This design comes from an exercise in tuning for small area on the open sky130 flow, not from production work.
Only simulation tests tie the RTL to the original design; equivalence was not proved.
No activity file was given, so power comes from the tool's default toggle rates.

Design MIPS, start of the top module:
module MIPS(
    input [15:0] data_in,
    input clk,
    input interrupt,
    input reset,
    output reg [15:0] data_out,
    output [15:0] pm_addr,
    input [31:0] pm_rdata,
    output reg dm_en,
    output reg dm_we,
    output [15:0] dm_addr,
    output reg [15:0] dm_wdata,
    input [15:0] dm_rdata
    );
For scale: about 2600 cells after synthesis, ~700 flip-flops, roughly 130 I/O pins, about 29000 um2 of cells after synthesis.
clock: 12.0 ns
lec_check: 0
cap_margin: 10
core_margin: 2
core_utilization: 62
cts_cluster_diameter: 80
cts_cluster_size: 25
place_density: 0.75
slew_margin: 10
synth_hierarchical: 1
synth_minimum_keep_size: 0
standard.sh (not shown) runs the stock make flow with config.mk's settings and CLKGATE_MAP_FILE= SYNTH_SCRIPT=/design/flow/synth_recipe.tcl, a recipe that flattens the netlist after the stock synthesis.
==> flow/flow/run.sh <==
#!/bin/bash
# Standard layout, with the smallest buffer (buf_1) on every input and output port.
set -euo pipefail
export BUFFER_PORTS_ARGS="-buffer_cell sky130_fd_sc_hd__buf_1"
bash standard.sh > standard.log 2>&1
Then changed:
CAP_MARGIN = 20   (was 10)
CORE_UTILIZATION = 55   (was 62)
CTS_CLUSTER_SIZE = 20   (was 25)
GPL_TIMING_DRIVEN = 0   (was unset)
PLACE_DENSITY = 0.7   (was 0.75)
SLEW_MARGIN = 20   (was 10)
Via count falls by 1.2%.
Fmax falls by about 6%.
Critical path depth is unchanged.
Clock-buffer cell count rises by 4.
Register-to-register slack gets worse by 0.66 ns.
Then changed:
CAP_MARGIN = 10   (was 20)
CORE_UTILIZATION = 40   (was 55)
GPL_TIMING_DRIVEN = unset   (was 0)
PLACE_DENSITY = 0.6   (was 0.7)
SLEW_MARGIN = 10   (was 20)
Design area rises by about 1%.
Hold slack is better by 0.0047 ns.
Power increases by 1.9%.
Then changed:
CTS_CLUSTER_SIZE = 25   (was 20)
After rerunning: The changed run finished clean; cell area hardly moves; setup slack gets worse by 0.10 ns; power shrinks by 0.70%; combinational power barely changes; wire length is about the same; final cell count is about the same; global-route usage barely changes; non-clock buffer count increases by 1; maximum frequency went down by about 1%.

========
the previous run:
Starting RTL as in the previous note.
Design MIPS, start of the top module:
module MIPS(
    input [15:0] data_in,
    input clk,
    input interrupt,
    input reset,
    output reg [15:0] data_out,
    output [15:0] pm_addr,
    input [31:0] pm_rdata,
    output reg dm_en,
    output reg dm_we,
    output [15:0] dm_addr,
    output reg [15:0] dm_wdata,
    input [15:0] dm_rdata
    );
Settings: LEC_CHECK=0, CAP_MARGIN=10, CORE_MARGIN=2, CORE_UTILIZATION=55, CTS_CLUSTER_DIAMETER=80, CTS_CLUSTER_SIZE=25, PLACE_DENSITY=0.7, SLEW_MARGIN=10, SYNTH_HIERARCHICAL=1, SYNTH_MINIMUM_KEEP_SIZE=0; clock period 12.0 ns.
Scripts as last shown in full above: flow/flow/run.sh
diff inputs: the previous run => the current run
# the previous run
export LEC_CHECK = 0
export CAP_MARGIN = 10
export CORE_MARGIN = 2
export CORE_UTILIZATION = 55
export CTS_CLUSTER_DIAMETER = 80
export CTS_CLUSTER_SIZE = 25
export PLACE_DENSITY = 0.7
export SLEW_MARGIN = 10
export SYNTH_HIERARCHICAL = 1
export SYNTH_MINIMUM_KEEP_SIZE = 0
create_clock -name core_clock -period 12.0 [get_ports {clk}]
# the current run
export LEC_CHECK = 0
export CAP_MARGIN = 20
export CORE_MARGIN = 2
export CORE_UTILIZATION = 40
export CTS_CLUSTER_DIAMETER = 80
export CTS_CLUSTER_SIZE = 20
export GPL_TIMING_DRIVEN = 0
export PLACE_DENSITY = 0.6
export SLEW_MARGIN = 20
export SYNTH_HIERARCHICAL = 1
export SYNTH_MINIMUM_KEEP_SIZE = 0
create_clock -name core_clock -period 12.0 [get_ports {clk}]
Findings:
For final-layout clock buffer total, dividing the value from the previous run by the value from the current run gives 0.891.
The lower number of non-clock buffers in the layout of the current run and the previous run is in the current run.
Post-place instance area: higher on the current run
On the current run: number of well taps is 270 higher than what the previous run gave.

==> static timing again, ports no longer ideal <==
The results above use ideal ports. As a check the final layouts listed here were re-extracted and re-timed, cells and wires unchanged.
Step 1 assumes that a clkbuf_16 drives the clock port and a buf_2 every other input.
Step 2 adds t to the input delays and takes it off the output delays; t is the mean of the earliest and latest rising clock arrival at the registers after step 1. Input paths then give back, and output paths get back, about the clock's delay inside the block.
a / b / c = ideal ports / drivers / drivers and shift; a / b = the first two.
| run | t (ns) | slack for setup (ns) | worst setup path at the end |
|---|---|---|---|
| the first run of note 1 | 0.655 | 1.194 / 1.194 / 1.194 | register to register |
| the second run of note 1 | 0.661 | 0.536 / 0.536 / 0.536 | register to register |
| the third run of note 1 | 0.667 | 1.497 / 1.433 / 1.643 | input to register |
| the fourth run of note 1 | 0.679 | 1.396 / 1.331 / 1.668 | input to register |
| the previous run | 0.668 | 1.429 / 1.364 / 1.513 | input to register |
| the current run | 0.671 | 0.578 / 0.578 / 0.578 | register to register |
After both steps every run listed still meets setup and hold.
